From an optimization exercise on the open Yosys and OpenROAD flow, aimed at small area, a short achievable clock period and few clock cycles; shortcuts taken in it are not production practice. Where RTL was checked, it was by simulation tests only, not by an equivalence proof against the original. No activity file was given, so power comes from the tool's default toggle rates.

## the reference run
## DALU
module DALU(
	clk,
	rst,
	in_valid,
	instruction,
	out_valid,
	out
);
==> flow/config.mk <==
export PLATFORM = sky130hd
export DESIGN_NAME = DALU
export DESIGN_NICKNAME = DALU
export VERILOG_FILES = /design/flow/design.v
export SDC_FILE = /design/flow/constraint.sdc
export NUM_CORES = 4
export LEC_CHECK = 0
export CAP_MARGIN = 20
export CORE_MARGIN = 2
export CORE_UTILIZATION = 40
export SLEW_MARGIN = 20
==> flow/constraint.sdc <==
create_clock -name core_clock -period 10.0 [get_ports {clk}]
set_input_delay 2.0000 -clock core_clock [delete_from_list [all_inputs] [get_ports {clk}]]
set_output_delay 2.0000 -clock core_clock [all_outputs]
set_load 0.01 [all_outputs]
standard.sh (not shown) runs the stock make flow with config.mk's settings and CLKGATE_MAP_FILE= SYNTH_SCRIPT=/design/flow/synth_recipe.tcl, a recipe that flattens the netlist after the stock synthesis.
==> flow/flow/run.sh <==
#!/bin/bash
# The standard layout, with the input and output ports buffered by buf_2
# cells instead of the default buffer cell.
set -euo pipefail
bash standard.sh "BUFFER_PORTS_ARGS=-buffer_cell sky130_fd_sc_hd__buf_2" finish > standard_flow.log 2>&1
The reference run | status: complete | timing, DRC, antenna: pass
## Diff of input files: the trial run against the reference run
--- a/flow/design.v
+++ b/flow/design.v
@@ -145,32 +145,32 @@
 wire [10:0] b_in = isop2 ? {sum[10:8], sum[6], sum[5], sum[5:0]} : sum;
 wire c_in = isop2 & (sum[6] ^ sum[5]);
 wire [5:0] a_in = isop1 ? si : isop2 ? sum[5:0] : 6'd1;
 always @(posedge clk) begin
 	if (rst)
 		out_valid <= 1'b0;
 	else
 		out_valid <= in_valid;
 end
-reg [5:0] a;             
+reg [2:0] an, a1, a2;    
 reg c;                   
 reg [10:0] b;            
 always @(posedge clk) begin
 	if (rst) begin
-		a <= 6'd0;
+		an <= 3'd0;
+		a1 <= 3'd0;
+		a2 <= 3'd0;
 		c <= 1'b0;
 	end else if (load) begin
-		a <= a_in;
+		{a2, a1, an} <= booth3(a_in);
 		c <= c_in;
 	end
 end
-wire [2:0] an, a1, a2;
-assign {a2, a1, an} = booth3(a);
 always @(posedge clk) begin
 	if (load)
 		b <= b_in;
 end
 wire pr0_0 = ((a1[0] & b[0])) ^ an[0];
 wire pr0_1 = ((a1[0] & b[1]) | (a2[0] & b[0])) ^ an[0];
 wire pr0_2 = ((a1[0] & b[2]) | (a2[0] & b[1])) ^ an[0];
 wire pr0_3 = ((a1[0] & b[3]) | (a2[0] & b[2])) ^ an[0];
 wire pr0_4 = ((a1[0] & b[4]) | (a2[0] & b[3])) ^ an[0];
Findings:
Clock power: the trial run vs the reference run up about 9%. NOTE: detailed-route via count in the trial run falls short of that of the reference run. The worst-path cell with the longest stage delay comes out sky130_fd_sc_hd__nor3b_2 in one run and sky130_fd_sc_hd__dfxtp_1 in the other, namely in the trial run and the reference run respectively. The trial run ends up with lower power consumption than the reference run does. As far as count of flip-flops with a built-in enable after synthesis goes, the reference run and the trial run are indistinguishable; the numbers are identical. Going from the reference run to the trial run, area used by multi-input combinational logic shrank by a few percent.
Testbench counts of the trial run, summed over its fixed seeds: cycles 32,000.
No functional check of the RTL was part of the reference run.

---

DALU, a different RTL version from the one above (not shown whole).
Size: ~500 cells after synthesis, about 39 I/O pins, roughly 0.0042 mm² of cells after synthesis.
==> flow/config.mk <==
export PLATFORM = sky130hd
export DESIGN_NAME = DALU
export DESIGN_NICKNAME = DALU
export VERILOG_FILES = /design/flow/design.v
export SDC_FILE = /design/flow/constraint.sdc
export NUM_CORES = 4
export LEC_CHECK = 0
export CAP_MARGIN = 20
export CORE_MARGIN = 2
export CORE_UTILIZATION = 70
export SLEW_MARGIN = 20
==> flow/constraint.sdc <==
create_clock -name core_clock -period 10.0 [get_ports {clk}]
set_input_delay 2.0000 -clock core_clock [delete_from_list [all_inputs] [get_ports {clk}]]
set_output_delay 2.0000 -clock core_clock [all_outputs]
set_load 0.01 [all_outputs]
==> flow/flow/run.sh <==
#!/bin/bash
# The standard layout (the standard.sh), with two changes:
#  - the input and output ports are buffered by buf_2 cells rather than the
#    default buffer cell;
#  - timing repair aims for 4.4 ns of setup slack beyond the requirement,
#    using cell sizing and pin swapping only.
# The full output of the make run is kept in standard_flow.log.
set -euo pipefail
bash standard.sh "BUFFER_PORTS_ARGS=-buffer_cell sky130_fd_sc_hd__buf_2" \
	SETUP_SLACK_MARGIN=4.4 SETUP_MOVE_SEQUENCE=sizeup,swap finish > standard_flow.log 2>&1
==> next run, changes <==
--- a/flow/design.v
+++ b/flow/design.v
@@ -26,37 +26,38 @@
 	end
 endfunction
 wire [2:0] op = instruction[18:16];
 wire [3:0] f = instruction[3:0];
 wire [5:0] si = instruction[15:10];
 wire [5:0] ti = instruction[9:4];
 wire [3:0] li = instruction[3:0];
 wire op0 = (op == 3'd0);
 wire defined = op0 ? (f <= 4'd4) : (op <= 3'd4);
 wire load = in_valid & defined;
-wire isop1 = (op == 3'd1);
-wire isop2 = (op == 3'd2);
+wire isop1 = op[0] & ~op[1];
+wire isop2 = op[1] & ~op[0];
 wire islog = op0 & ~f[2] & ~(f[1] & f[0]);
-wire sub = op0 ? f[2] : op[2];
+wire sub = op[2] | (op0 & f[2]);
+wire selt = ~op[0] & ~op[2];    
 wire d0n = li[1];
 wire d01 = li[0];
 wire d02 = li[1] & ~li[0];
 wire d1n = li[3] & ~(li[2] & li[1]);
 wire d11 = li[2] ^ li[1];
 wire d12 = (li[3] & ~li[2] & ~li[1]) | (~li[3] & li[2] & li[1]);
 wire [6:0] tx = {ti[5], ti};
 wire [6:0] p0 = ({7{d01}} & tx) | ({7{d02}} & {tx[5:0], 1'b0});
 wire [6:0] p1 = ({7{d11}} & tx) | ({7{d12}} & {tx[5:0], 1'b0});
 wire [10:0] m0 = {{4{p0[6]}}, p0} ^ {11{d0n}};
 wire [8:0] m1 = {{2{p1[6]}}, p1} ^ {9{d1n}};
 wire [5:0] lg = (f[1:0] == 2'd0) ? (si & ti) : (f[1:0] == 2'd1) ? (si | ti) : (si ^ ti);
-wire [10:0] bo = (op0 | isop2) ? {{5{ti[5]}}, ti} : {instruction[9], instruction[9:0]};
+wire [10:0] bo = selt ? {{5{ti[5]}}, ti} : {instruction[9], instruction[9:0]};
 wire [10:0] r1 = isop1 ? m0 : islog ? {{5{lg[5]}}, lg} : {{5{si[5]}}, si};
 wire [10:0] r2 = isop1 ? {m1, 2'b00} : islog ? 11'd0 : (bo ^ {11{sub & ~isop2}});
 wire [10:0] r3 = isop1 ? {8'd0, d1n, 1'b0, d0n} : isop2 ? {{7{li[3]}}, li} : {10'd0, sub & ~islog};
 wire ic0 = r1[0] ^ r2[0];
 wire ic1 = r1[0] & r2[0];
 wire ic2 = r1[1] ^ r2[1] ^ r3[1];
 wire ic3 = (r1[1] & r2[1]) | (r1[1] & r3[1]) | (r2[1] & r3[1]);
 wire ic4 = r1[2] ^ r2[2] ^ r3[2];
 wire ic5 = (r1[2] & r2[2]) | (r1[2] & r3[2]) | (r2[2] & r3[2]);
 wire ic6 = r1[3] ^ r2[3] ^ r3[3];
The new run completed without violations. Power climbs by 16%. Clock power drops by 17%. Critical path depth drops by 1. Setup slack gets worse by 130 ps. Cell count drops by 1.6%. First-iteration DRC count drops by 39%. Design area drops by 3.7%. Fmax drops by 2.3%. Clock skew is unchanged. Sequential power climbs by about 5%. Synthesized area hardly moves. Count of clock-buffer cells in the layout stays the same. Global-route usage drops by 2.4 points.
Function was not checked in any run of this note: the RTL went through the layout flow alone.

---

RTL: one of the versions met above, not the one the previous note started from.
For scale: roughly 500 cells after synthesis, roughly 22 flip-flops, roughly 39 I/O pins, roughly 4200 um2 of cells after synthesis.
export LEC_CHECK = 0
export CAP_MARGIN = 20
export CORE_MARGIN = 2
export CORE_UTILIZATION = 40
export SLEW_MARGIN = 20
create_clock -name core_clock -period 10.0 [get_ports {clk}]
==> flow/flow/run.sh <==
#!/bin/bash
# The standard layout, with the ports buffered by buf_2 cells and timing
# repair aiming for setup slack beyond the requirement by sizing cells only.
set -euo pipefail
bash standard.sh "BUFFER_PORTS_ARGS=-buffer_cell sky130_fd_sc_hd__buf_2" \
	SETUP_SLACK_MARGIN=4.4 SETUP_MOVE_SEQUENCE=sizeup,swap finish > standard_flow.log 2>&1
Testbench counts at the start, summed over its fixed seeds: cycles 32,000.
Edit:
--- a/flow/design.v
+++ b/flow/design.v
@@ -27,35 +27,36 @@
 endfunction
 wire [2:0] op = instruction[18:16];
 wire [3:0] f = instruction[3:0];
 wire [5:0] si = instruction[15:10];
 wire [5:0] ti = instruction[9:4];
 wire [3:0] li = instruction[3:0];
 wire op0 = (op == 3'd0);
 wire defined = op0 ? (f <= 4'd4) : (op <= 3'd4);
 wire load = in_valid & defined;
-wire isop1 = (op == 3'd1);
-wire isop2 = (op == 3'd2);
+wire isop1 = op[0] & ~op[1];
+wire isop2 = op[1] & ~op[0];
 wire islog = op0 & ~f[2] & ~(f[1] & f[0]);
-wire sub = op0 ? f[2] : op[2];
+wire sub = op[2] | (op0 & f[2]);
+wire selt = ~op[0] & ~op[2];    
 wire d0n = li[1];
 wire d01 = li[0];
 wire d02 = li[1] & ~li[0];
 wire d1n = li[3] & ~(li[2] & li[1]);
 wire d11 = li[2] ^ li[1];
 wire d12 = (li[3] & ~li[2] & ~li[1]) | (~li[3] & li[2] & li[1]);
 wire [6:0] tx = {ti[5], ti};
 wire [6:0] p0 = ({7{d01}} & tx) | ({7{d02}} & {tx[5:0], 1'b0});
 wire [6:0] p1 = ({7{d11}} & tx) | ({7{d12}} & {tx[5:0], 1'b0});
 wire [10:0] m0 = {{4{p0[6]}}, p0} ^ {11{d0n}};
 wire [8:0] m1 = {{2{p1[6]}}, p1} ^ {9{d1n}};
 wire [5:0] lg = (f[1:0] == 2'd0) ? (si & ti) : (f[1:0] == 2'd1) ? (si | ti) : (si ^ ti);
-wire [10:0] bo = (op0 | isop2) ? {{5{ti[5]}}, ti} : {instruction[9], instruction[9:0]};
+wire [10:0] bo = selt ? {{5{ti[5]}}, ti} : {instruction[9], instruction[9:0]};
 wire [10:0] r1 = isop1 ? m0 : islog ? {{5{lg[5]}}, lg} : {{5{si[5]}}, si};
 wire [10:0] r2 = isop1 ? {m1, 2'b00} : islog ? 11'd0 : (bo ^ {11{sub & ~isop2}});
 wire [10:0] r3 = isop1 ? {8'd0, d1n, 1'b0, d0n} : isop2 ? {{7{li[3]}}, li} : {10'd0, sub & ~islog};
 wire ic0 = r1[0] ^ r2[0];
 wire ic1 = r1[0] & r2[0];
 wire ic2 = r1[1] ^ r2[1] ^ r3[1];
 wire ic3 = (r1[1] & r2[1]) | (r1[1] & r3[1]) | (r2[1] & r3[1]);
 wire ic4 = r1[2] ^ r2[2] ^ r3[2];
 wire ic5 = (r1[2] & r2[2]) | (r1[2] & r3[2]) | (r2[2] & r3[2]);
@@ -149,26 +150,21 @@
 	if (rst)
 		out_valid <= 1'b0;
 	else
 		out_valid <= in_valid;
 end
 reg [2:0] an, a1, a2;    
 reg c;                   
 reg [10:0] b;            
 always @(posedge clk) begin
-	if (rst) begin
-		an <= 3'd0;
-		a1 <= 3'd0;
-		a2 <= 3'd0;
-		c <= 1'b0;
-	end else if (load) begin
-		{a2, a1, an} <= booth3(a_in);
-		c <= c_in;
+	if (load | rst) begin
+		{a2, a1, an} <= booth3(a_in) & {9{~rst}};
+		c <= c_in & ~rst;
 	end
 end
 always @(posedge clk) begin
 	if (load)
 		b <= b_in;
 end
 wire pr0_0 = ((a1[0] & b[0])) ^ an[0];
 wire pr0_1 = ((a1[0] & b[1]) | (a2[0] & b[0])) ^ an[0];
 wire pr0_2 = ((a1[0] & b[2]) | (a2[0] & b[1])) ^ an[0];
Result: Non-clock buffer count came out higher by 2. Cell count came out lower by 1.4%. Maximum frequency falls by 3.4%. Worst setup slack gets worse by 0.19 ns. Design area is lower by 0.93%.
The RTL of the second run of this note was laid out without a check of its function.

---

DALU, a different RTL version from the one above (not shown whole).
For scale: ~22 flip-flops, about 39 I/O pins.
## DALU
module DALU(
	clk,
	rst,
	in_valid,
	instruction,
	out_valid,
	out
);
input clk, rst, in_valid;
input [18:0] instruction;
output reg out_valid;
output [15:0] out;
function [8:0] booth3;
	input [5:0] a;
	integer k;
	reg y1, y0, ym;
	begin
		for (k = 0; k < 3; k = k + 1) begin
			y1 = a[2*k+1];
			y0 = a[2*k];
			ym = (k == 0) ? 1'b0 : a[2*k-1];
			booth3[k] = y1 & ~(y0 & ym);
			booth3[3+k] = y0 ^ ym;
			booth3[6+k] = (y1 & ~y0 & ~ym) | (~y1 & y0 & ym);
		end
	end
endfunction
wire [2:0] op = instruction[18:16];
wire [3:0] f = instruction[3:0];
wire [5:0] si = instruction[15:10];
wire [5:0] ti = instruction[9:4];
wire [3:0] li = instruction[3:0];
wire op0 = (op == 3'd0);
wire defined = op0 ? (f <= 4'd4) : (op <= 3'd4);
wire load = in_valid & defined;
wire isop1 = op[0] & ~op[1];
wire isop2 = op[1] & ~op[0];
wire islog = op0 & ~f[2] & ~(f[1] & f[0]);
wire sub = op[2] | (op0 & f[2]);
wire selt = ~op[0] & ~op[2];    
  ...
==> flow/config.mk <==
export PLATFORM = sky130hd
export DESIGN_NAME = DALU
export DESIGN_NICKNAME = DALU
export VERILOG_FILES = /design/flow/design.v
export SDC_FILE = /design/flow/constraint.sdc
export NUM_CORES = 4
export LEC_CHECK = 0
export CAP_MARGIN = 20
export CORE_MARGIN = 2
export CORE_UTILIZATION = 70
export SLEW_MARGIN = 20
==> flow/constraint.sdc <==
create_clock -name core_clock -period 10.0 [get_ports {clk}]
set_input_delay 2.0000 -clock core_clock [delete_from_list [all_inputs] [get_ports {clk}]]
set_output_delay 2.0000 -clock core_clock [all_outputs]
set_load 0.01 [all_outputs]
==> flow/flow/run.sh <==
#!/bin/bash
# The standard layout, with the ports buffered by buf_2 cells and timing
# repair aiming for setup slack beyond the requirement (sizeup,swap).
set -euo pipefail
bash standard.sh "BUFFER_PORTS_ARGS=-buffer_cell sky130_fd_sc_hd__buf_2" \
	SETUP_SLACK_MARGIN=4.4 SETUP_MOVE_SEQUENCE=sizeup,swap finish > standard_flow.log 2>&1
Then changed:
--- a/flow/design.v
+++ b/flow/design.v
@@ -153,20 +153,15 @@
 		out_valid <= in_valid;
 end
 reg [2:0] an, a1, a2;    
 reg c;                   
 reg [10:0] b;            
 always @(posedge clk) begin
-	if (rst) begin
-		an <= 3'd0;
-		a1 <= 3'd0;
-		a2 <= 3'd0;
-		c <= 1'b0;
-	end else if (load) begin
-		{a2, a1, an} <= booth3(a_in);
-		c <= c_in;
+	if (load | rst) begin
+		{a2, a1, an} <= booth3(a_in) & {9{~rst}};
+		c <= c_in & ~rst;
 	end
 end
 always @(posedge clk) begin
 	if (load)
 		b <= b_in;
 end
Global-route usage drops by 1.7 points.
Design area drops by 1.5%.
Via count drops by 1.2%.
Combinational power climbs by 150%.
Non-clock buffer count climbs by 2.
Cell count drops by 1.9%.
Fmax climbs by 2.9%.
Function was not checked in any run of this note: the RTL went through the layout flow alone.

---

## rev 12
RTL: one of the versions met above, not the one the previous note started from.
Size in the first run: roughly 610 cells after synthesis, roughly 22 flip-flops.
==> flow/config.mk <==
export PLATFORM = sky130hd
export DESIGN_NAME = DALU
export DESIGN_NICKNAME = DALU
export VERILOG_FILES = /design/flow/design.v
export SDC_FILE = /design/flow/constraint.sdc
export NUM_CORES = 4
export LEC_CHECK = 0
export ABC_AREA = 1
export CAP_MARGIN = 20
export CORE_MARGIN = 2
export CORE_UTILIZATION = 40
export SLEW_MARGIN = 20
==> flow/constraint.sdc <==
create_clock -name core_clock -period 10.0 [get_ports {clk}]
set_input_delay 2.0000 -clock core_clock [delete_from_list [all_inputs] [get_ports {clk}]]
set_output_delay 2.0000 -clock core_clock [all_outputs]
set_load 0.01 [all_outputs]
==> flow/flow/run.sh <==
#!/bin/bash
# The standard layout, with the input and output ports buffered by buf_2
# cells instead of the default buffer cell.
set -euo pipefail
bash standard.sh "BUFFER_PORTS_ARGS=-buffer_cell sky130_fd_sc_hd__buf_2" finish > standard_flow.log 2>&1
Testbench counts of rev 12, summed over its fixed seeds: cycles 32,000.
### rev 12 -> rev 13
--- a/flow/design.v
+++ b/flow/design.v
@@ -144,34 +144,34 @@
 wire [10:0] sum = {sum_65, sum_64, sum_63, sum_62, sum_61, sum_60, sum_59, sum_58, sum_57, sum_56, sum_0};
 wire [10:0] b_in = isop2 ? {sum[10:8], sum[6], sum[5], sum[5:0]} : sum;
 wire c_in = isop2 & (sum[6] ^ sum[5]);
 wire [5:0] a_in = isop1 ? si : isop2 ? sum[5:0] : 6'd1;
 always @(posedge clk) begin
 	if (rst)
 		out_valid <= 1'b0;
 	else
 		out_valid <= in_valid;
 end
-reg [2:0] an, a1, a2;    
+reg [5:0] a;             
 reg c;                   
 reg [10:0] b;            
 always @(posedge clk) begin
 	if (rst) begin
-		an <= 3'd0;
-		a1 <= 3'd0;
-		a2 <= 3'd0;
+		a <= 6'd0;
 		c <= 1'b0;
 	end else if (load) begin
-		{a2, a1, an} <= booth3(a_in);
+		a <= a_in;
 		c <= c_in;
 	end
 end
+wire [2:0] an, a1, a2;
+assign {a2, a1, an} = booth3(a);
 always @(posedge clk) begin
 	if (load)
 		b <= b_in;
 end
 wire pr0_0 = ((a1[0] & b[0])) ^ an[0];
 wire pr0_1 = ((a1[0] & b[1]) | (a2[0] & b[0])) ^ an[0];
 wire pr0_2 = ((a1[0] & b[2]) | (a2[0] & b[1])) ^ an[0];
 wire pr0_3 = ((a1[0] & b[3]) | (a2[0] & b[2])) ^ an[0];
 wire pr0_4 = ((a1[0] & b[4]) | (a2[0] & b[3])) ^ an[0];
 wire pr0_5 = ((a1[0] & b[5]) | (a2[0] & b[4])) ^ an[0];
Notes after the runs:
Setup WNS rev 12 -> rev 13: worse. Compared to rev 12, rev 13 was floorplanned on a smaller die. Rev 12 and rev 13 ended up with roughly the same worst-skew pair later-pin latency. ~same post-synthesis share of cell area spent on xor and xnor gates in rev 13 and rev 12. Sequential cell count sits lower in rev 13 than in rev 12. Measured against each other, rev 13 and rev 12 differ in global routing met1 resource utilization, the lower figure coming from rev 13. Rev 13 vs. rev 12: core footprint went down; final instance count without filler cells has decreased; worst path required time shrank by 2.14 ns. Synthesis-to-layout area growth came out lower on rev 13 than on rev 12.
Only the layout flow was run in rev 13; the RTL was not checked for function there.

what the ideal ports hide:
Ports are ideal in the flow. The routed layouts listed here were re-timed in OpenROAD. Step 1 assumes that a clkbuf_16 drives the clock port and a buf_2 every other input. Step 2, shift: input delay + t, output delay - t, t = (earliest + latest rising clock arrival at the registers) / 2. This alone moves slack from input paths to output paths. Slacks: no drivers / after step 1 / after step 2; pairs: no drivers / after step 1.
run	t (ns)	setup slack, ns	worst hold slack (ns)	worst setup path at the end	worst data-port slew with drivers (ns)
the reference run	0.277	3.545 / 3.519 / 3.796	0.502 / 0.502 / 0.502	register to output	0.03
the trial run	0.285	4.069 / 4.077 / 3.791	0.516 / 0.516 / 0.516	input to register	0.03
the first run of note 2	0.290	4.372 / 4.347 / 4.057	0.521 / 0.521 / 0.521	input to register	0.06
the second run of note 2	0.274	4.237 / 4.214 / 3.941	0.502 / 0.502 / 0.502	input to register	0.06
the first run of note 3	0.286	4.457 / 4.433 / 4.195	0.506 / 0.506 / 0.506	input to register	0.05
the second run of note 3	0.286	4.262 / 4.233 / 4.275	2.051 / 2.039 / 2.325	input to register	0.04
the first run of note 4	0.287	4.112 / 4.099 / 3.812	0.574 / 0.574 / 0.574	input to register	0.05
the second run of note 4	0.278	4.280 / 4.259 / 4.275	2.001 / 2.002 / 2.280	input to register	0.04
rev 12	0.281	4.087 / 4.092 / 3.810	0.492 / 0.492 / 0.492	input to register	0.04
rev 13	0.275	3.678 / 3.653 / 3.927	0.485 / 0.485 / 0.485	register to output	0.03
After both steps setup and hold are still met in every run listed. The setup slack of the first run of note 2, which loses most, moves by -0.025 ns with the drivers and by -0.315 ns with both steps.
